This design comes from an exercise in tuning for small area on the open sky130 flow, not from production work. At most, simulation tests tie the RTL to the original design; equivalence was not proved. No activity file was given, so power comes from the tool's default toggle rates.

==> module BAUD_RATE_GEN, before the edit <==
module BAUD_RATE_GEN(clk, rst, baud_tick);
input clk, rst;
output baud_tick;
localparam [9:0] POL = 10'b1010101010;
reg [9:0] r;
wire [9:0] q = r ^ POL;
wire fb = ~(q[9] ^ q[6]);
assign baud_tick = (q & 10'h3fd) == (10'h03c & 10'h3fd);
reg [9:0] qn;
always @(*)
begin
    if (rst)
        qn = 10'h200;
    else if (baud_tick)
        qn = 10'h000;
    else
        qn = {q[8:0], fb};
end
always @(posedge clk)
    r <= qn ^ POL;
endmodule
==> module DEBOUNCER, before the edit <==
module DEBOUNCER(sys_clk, in, out);
input sys_clk, in;
output out;
localparam [23:0] POL = 24'haaaaaa;
reg [23:0] r;
wire [23:0] q = r ^ POL;
wire fb = ~(q[23] ^ q[18]);
assign out = (q & 24'hfbdfff) == (24'ha691e4 & 24'hfbdfff);
reg [23:0] qn;
always @(*)
begin
    if (!in)
        qn = 24'h800000;
    else if (out)
        qn = 24'h000000;
    else
        qn = {q[22:0], fb};
end
always @(posedge sys_clk)
    r <= qn ^ POL;
endmodule
==> module MULTI_SEG_DISP, before the edit <==
module MULTI_SEG_DISP(sys_clk, rst, din, dout, AN, display_out);
input sys_clk, rst;
input [7:0] din, dout;
output [7:0] AN;
output [7:0] display_out;
localparam [16:0] PPOL = 17'h0aaaa;
reg [16:0] p;
wire [16:0] pq = p ^ PPOL;
wire pfb = ~(pq[16] ^ pq[13]);
wire step = (pq & 17'h1ffdf) == (17'h0546b & 17'h1ffdf);
reg [16:0] pn;
always @(*)
begin
    if (rst)
        pn = 17'h05de1;
    else if (step)
        pn = 17'h00000;
    else
        pn = {pq[15:0], pfb};
end
always @(posedge sys_clk)
    p <= pn ^ PPOL;
reg [2:0] c;
wire [2:0] sel = c + {2'b00, step};
always @(posedge sys_clk)
begin
    if (rst)
        c <= 3'd0;
    else
        c <= sel;
end
assign AN = ~(8'b00000001 << c);
reg [4:0] t1, t2;
always @(posedge sys_clk)
begin
    t1[4] <= sel[2] ^ sel[1];
    t1[3:0] <= sel[2] ? (sel[0] ? dout[7:4] : dout[3:0])
                      : (sel[0] ? din[7:4] : din[3:0]);
    t2 <= t1;
end
localparam [15:0] SEG7 = 16'h2812, SEG6 = 16'hd860, SEG5 = 16'hd004,
                  SEG4 = 16'h8492, SEG3 = 16'h02ba, SEG2 = 16'h208e,
                  SEG1 = 16'h1083;
wire [15:0] hot;
genvar h;
generate
    for (h = 0; h < 16; h = h + 1) begin : dec
        assign hot[h] = (t2[3:0] == h);
    end
endgenerate
wire [6:0] seg = {|(SEG7 & hot), |(SEG6 & hot), |(SEG5 & hot), |(SEG4 & hot),
                  |(SEG3 & hot), |(SEG2 & hot), |(SEG1 & hot)};
assign display_out = {seg | {7{t2[4]}}, 1'b1};
endmodule
==> flow/config.mk <==
export PLATFORM = sky130hd
export DESIGN_NAME = UART_TOP
export DESIGN_NICKNAME = UART_TOP
export VERILOG_FILES = /design/flow/design.v
export SDC_FILE = /design/flow/constraint.sdc
export NUM_CORES = 4
export LEC_CHECK = 0
export CAP_MARGIN = 20
export CORE_MARGIN = 2
export CORE_UTILIZATION = 60
export PLACE_DENSITY = 0.7
export SLEW_MARGIN = 20
==> flow/constraint.sdc <==
create_clock -name core_clock -period 10.0 [get_ports {sys_clk}]
set_input_delay 2.0000 -clock core_clock [delete_from_list [all_inputs] [get_ports {sys_clk}]]
set_output_delay 2.0000 -clock core_clock [all_outputs]
set_load 0.01 [all_outputs]
standard.sh (not shown) runs the stock make flow with config.mk's settings and CLKGATE_MAP_FILE= SYNTH_SCRIPT=/design/flow/synth_recipe.tcl, a recipe that flattens the netlist after the stock synthesis.
==> flow/flow/run.sh <==
#!/bin/bash
# Own layout flow: the standard flow with three changes.
#  1. After the standard synthesis, the combinational gates are re-mapped for
#     area with yosys/ABC (resyn.tcl, area.abc). Every register instance of
#     the standard synthesis is kept unchanged (name, cell type, nets).
#  2. Port buffers are sky130_fd_sc_hd__buf_1 (every input and output port
#     still gets its own buffer).
#  3. CTS inserts no dummy clock loads.
# Each tool's full output goes to a log file in this folder.
set -euo pipefail
WORK=$(pwd)
RES=$WORK/orfs/results/$FLOW_PLATFORM/UART_TOP/base
LIB=$FLOW_HOME/platforms/$FLOW_PLATFORM/lib/sky130_fd_sc_hd__tt_025C_1v80.lib
YOSYS=$FLOW_HOME/../tools/install/yosys/bin/yosys
[ -x "$YOSYS" ] || YOSYS=yosys

bash standard.sh synth > $WORK/log_1_standard_synth.log 2>&1

cp $RES/1_2_yosys.v $WORK/standard_1_2_yosys.v
LIB=$LIB NETLIST=$WORK/standard_1_2_yosys.v TOP=$FLOW_TOP ABC_SCRIPT=$WORK/flow/area.abc \
  OUTNET=$WORK/resyn_1_2_yosys.v $YOSYS -c $WORK/flow/resyn.tcl > $WORK/log_2_resyn_yosys.log 2>&1
cp $WORK/resyn_1_2_yosys.v $RES/1_2_yosys.v
rm -f $RES/1_synth.odb $RES/1_synth.sdc

export BUFFER_PORTS_ARGS="-buffer_cell sky130_fd_sc_hd__buf_1"
export CTS_ARGS="-sink_clustering_enable -repair_clock_nets -dont_use_dummy_load"
bash standard.sh > $WORK/log_3_standard_layout.log 2>&1
==> flow/flow/area.abc <==
strash
balance
rewrite
refactor
balance
rewrite
rewrite -z
balance
refactor -z
rewrite -z
balance
dch -f
amap
==> flow/flow/resyn.tcl <==
# Re-map the combinational logic of the standard synthesis netlist for area.
# Every register instance of the standard synthesis is kept as it is (same
# instance, cell type and nets); only the gates between registers change.
set lib $::env(LIB)
set net $::env(NETLIST)
yosys read_liberty -ignore_miss_func $lib
yosys blackbox sky130_fd_sc_hd__df* sky130_fd_sc_hd__edf* sky130_fd_sc_hd__sdf* sky130_fd_sc_hd__dl* sky130_fd_sc_hd__conb_1
yosys read_verilog $net
yosys hierarchy -top $::env(TOP)
yosys stat -liberty $lib
yosys flatten
yosys opt_clean -purge
yosys abc -liberty $lib -script $::env(ABC_SCRIPT) -dont_use *probe* -dont_use *lpflow* -dont_use *clkdly* -dont_use *dlygate* -dont_use *clkbuf* -dont_use *clkinv* -dont_use *dlymetal*
yosys opt_clean -purge
yosys hierarchy -top $::env(TOP) -purge_lib
yosys stat -liberty $lib
yosys write_verilog -noattr -nohex -nodec $::env(OUTNET)
Change:
--- a/flow/design.v
+++ b/flow/design.v
@@ -7,14 +7,6 @@
 wire fb = ~(q[9] ^ q[6]);
 assign baud_tick = (q & 10'h3fd) == (10'h03c & 10'h3fd);
-reg [9:0] qn;
-always @(*)
-begin
-    if (rst)
-        qn = 10'h200;
-    else if (baud_tick)
-        qn = 10'h000;
-    else
-        qn = {q[8:0], fb};
-end
+wire [9:0] qn = (rst) ? 10'h200 :
+                (baud_tick) ? 10'h000 : {q[8:0], fb};
 always @(posedge clk)
     r <= qn ^ POL;
@@ -28,14 +20,6 @@
 wire fb = ~(q[23] ^ q[18]);
 assign out = (q & 24'hfbdfff) == (24'ha691e4 & 24'hfbdfff);
-reg [23:0] qn;
-always @(*)
-begin
-    if (!in)
-        qn = 24'h800000;
-    else if (out)
-        qn = 24'h000000;
-    else
-        qn = {q[22:0], fb};
-end
+wire [23:0] qn = (!in) ? 24'h800000 :
+                 (out) ? 24'h000000 : {q[22:0], fb};
 always @(posedge sys_clk)
     r <= qn ^ POL;
@@ -132,14 +116,6 @@
 wire pfb = ~(pq[16] ^ pq[13]);
 wire step = (pq & 17'h1ffdf) == (17'h0546b & 17'h1ffdf);
-reg [16:0] pn;
-always @(*)
-begin
-    if (rst)
-        pn = 17'h05de1;
-    else if (step)
-        pn = 17'h00000;
-    else
-        pn = {pq[15:0], pfb};
-end
+wire [16:0] pn = (rst) ? 17'h05de1 :
+                 (step) ? 17'h00000 : {pq[15:0], pfb};
 always @(posedge sys_clk)
     p <= pn ^ PPOL;
Utilization increases by 0.15 points.
Clock power barely changes.
Global-route usage came out lower by 0.41 points.
Final cell count came out lower by about 0.4%.
Power stays flat.
Worst setup slack gets worse by 0.012 ns.
Worst hold slack improved by 0.0042 ns.
The RTL of the first run of this note was laid out without a check of its function.

port drivers added, routing unchanged:
No port has a modelled driver above. Below, the same layouts with a new extraction and two added sets of constraints. Step 1 sets driving cells, clkbuf_16 on the clock port and buf_2 on the other inputs (assumed; they add their load-dependent delay and slew). Step 2, shift: input delay + t, output delay - t, t = (earliest + latest rising clock arrival at the registers) / 2. This alone moves slack from input paths to output paths. Three values: ideal ports, drivers, drivers and shift; two values: the first two.
run	t, ns	setup WS [ns]	worst setup path after step 2	cell pins on the clock port's net
the first run	0.371	6.343 / 6.312 / 6.313	input to register	1
the second run	0.375	6.331 / 6.302 / 6.677	register to output	1
After both steps every run listed still meets setup and hold. The setup slack of the first run, which loses most, moves by -0.031 ns with the drivers and by -0.030 ns with both steps.
